What follows belongs to an exercise in optimizing a design on an open flow for small area and a short achievable clock period; a production flow would make more cautious choices.
Only simulation tests tie the RTL to the original design; equivalence was not proved.
Power and IR drop assume default switching activity.

try-raven:
// core
module core (
input  logic         clk_i,
input  logic         rst_i,
input  logic [31:0] instr_i,
output logic [31:0] instr_addr_o,
input  logic [31:0] mem_rd_i,
output logic [31:0] mem_wd_o,
output logic [31:0] mem_addr_o,
output logic [04:0] memi_o,
output logic        mem_we_o
);
Size in the first run: ~5500 cells after synthesis, about 170 I/O pins, about 56000 um2 of cells after synthesis.
Settings: LEC_CHECK=0, CAP_MARGIN=20, CORE_MARGIN=2, CORE_UTILIZATION=40, PLACE_DENSITY=0.6, SETUP_SLACK_MARGIN=4.0, SLEW_MARGIN=20, SYNTH_HIERARCHICAL=1, TNS_END_PERCENT=0; clock period 12.5 ns.
standard.sh (not shown) runs the stock make flow with config.mk's settings and CLKGATE_MAP_FILE= SYNTH_SCRIPT=/design/flow/synth_recipe.tcl, a recipe that flattens the netlist after the stock synthesis.
==> flow/flow/run.sh <==
#!/bin/bash
# Standard ORFS layout (the standard.sh, unchanged synthesis), with
#  - plain buf_2 port buffers instead of the default delay-buffer cells,
#  - a clock tree of clkbuf_8 cells without dummy balancing loads.
# The make output goes to flow_make.log here; ORFS keeps per-step logs in orfs/logs.
set -euo pipefail
bash standard.sh \
  "BUFFER_PORTS_ARGS=-buffer_cell sky130_fd_sc_hd__buf_2" \
  "CTS_ARGS=-sink_clustering_enable -repair_clock_nets -dont_use_dummy_load -buf_list sky130_fd_sc_hd__clkbuf_8" \
  finish > flow_make.log 2>&1
try-raven: full flow OK, the timing, design-rule and antenna checks passed
### try-raven -> try-nickel
- changing SETUP_SLACK_MARGIN from 4.0 to 4.5
- changing PLACE_DENSITY from 0.6 to 0.76
- changing CORE_UTILIZATION from 40 to 60
==> flow/flow/run.sh <==
#!/bin/bash
# Standard ORFS layout (the standard.sh, unchanged synthesis), with
#  - plain buf_2 port buffers instead of the default delay-buffer cells,
#  - a clock tree of clkbuf_8 cells in sink clusters of at most 14 flip-flops
#    within 45 um, without dummy balancing loads.
# The make output goes to flow_make.log here; ORFS keeps per-step logs in orfs/logs.
set -euo pipefail
bash standard.sh \
  "BUFFER_PORTS_ARGS=-buffer_cell sky130_fd_sc_hd__buf_2" \
  "CTS_ARGS=-sink_clustering_enable -repair_clock_nets -dont_use_dummy_load -buf_list sky130_fd_sc_hd__clkbuf_8 -sink_clustering_size 14 -sink_clustering_max_diameter 45" \
  finish > flow_make.log 2>&1
- [compare] base=try-raven new=try-nickel: x dimension of the die now smaller; global-route wire length before repair now sits lower; routed wire length on met2 shrank by about 8%; routed wire length lost 16000 um.
- The final reports for try-nickel and try-raven show placeable core region lower in the former.
- Compared to try-raven, try-nickel was floorplanned on a smaller die.
- Taking try-raven as the reference point, the area growth from synthesis to layout of try-nickel falls by 1.4 points.
- Taking try-raven as the reference point, the final instance area of try-nickel falls by about 1.2%.
> inputs changed (try-nickel -> try-fjord)
- CORE_UTILIZATION: 60 -> 65
- PLACE_DENSITY: 0.76 -> 0.8
==> flow/flow/run.sh <==
#!/bin/bash
# Standard ORFS layout (the standard.sh, unchanged synthesis), with
#  - plain buf_2 port buffers instead of the default delay-buffer cells,
#  - a clock tree of clkbuf_8 cells in sink clusters of at most 16 flip-flops
#    within 50 um, without dummy balancing loads.
# The make output goes to flow_make.log here; ORFS keeps per-step logs in orfs/logs.
set -euo pipefail
bash standard.sh \
  "BUFFER_PORTS_ARGS=-buffer_cell sky130_fd_sc_hd__buf_2" \
  "CTS_ARGS=-sink_clustering_enable -repair_clock_nets -dont_use_dummy_load -buf_list sky130_fd_sc_hd__clkbuf_8 -sink_clustering_size 16 -sink_clustering_max_diameter 50" \
  finish > flow_make.log 2>&1
==> results.txt <==
try-fjord reports its capture point of the critical path as meme1.regs[896] while try-nickel reports meme1.regs[411]. Wire length of the first global-routing pass (higher): try-nickel. When try-fjord is measured against try-nickel, its multi-input gate share of the layout cell area turns out 0.28 points higher. [compare] base=try-nickel new=try-fjord: combinational power share shows a reduction of 0.2 points, number of antenna diodes +13, total power of the final layout fell by about 1.7%, power density over the cells decreased 0.58%. Number of cells in the finished layout apart from fillers sits lower in try-fjord than in try-nickel. try-fjord ended with less remaining max-slew budget at the tightest pin than try-nickel. Diff try-nickel -> try-fjord: wire length down 2.2%; final area down about 1.1%; total number of vias up about 0.3%.
diff inputs: try-fjord => try-quartz
- a change of PLACE_DENSITY from 0.8 to 0.72
- a change of CORE_UTILIZATION from 65 to 55
Notes after the runs:
try-quartz: flow completed, timing, DRC and antenna clean
On fraction of final layout cells sized beyond drive strength 1, the higher figure sits with try-quartz, not try-fjord.
Summary of try-quartz over try-fjord: overall global routing resource usage now smaller, headroom to the max-slew limit now larger, number of CTS-inserted buffers now smaller, via count now smaller.
Core utilization for try-quartz is lower than for try-fjord.

-- port drivers added, routing unchanged --
How much do the figures lean on ideal ports? The routed layouts below were timed once more, with nothing changed but the port constraints. Step 1 (the two cells are an assumption about what drives the block):
set clk [get_ports {clk_i}]
set_driving_cell -lib_cell sky130_fd_sc_hd__clkbuf_16 $clk
set_driving_cell -lib_cell sky130_fd_sc_hd__buf_2 [delete_from_list [all_inputs] $clk]
Step 2 times the ports against the registers' clock, not the clock port: input delays grow and output delays shrink by t, the midpoint of the rising clock arrivals with the driver on. Slacks: ideal / step 1 / step 2; pairs: ideal / step 1.
run | shift t [ns] | setup WS [ns] | pins driven straight from the clock port
try-raven | 0.934 | 3.680 / 3.710 / 2.792 | 1
try-nickel | 0.872 | 3.895 / 3.851 / 3.073 | 1
try-fjord | 0.842 | 3.891 / 3.941 / 3.099 | 1
try-quartz | 0.862 | 3.975 / 3.858 / 3.156 | 1
After both steps every run listed still meets setup and hold. The setup slack of try-raven, which loses most, moves by +0.030 ns with the drivers and by -0.888 ns with both steps.
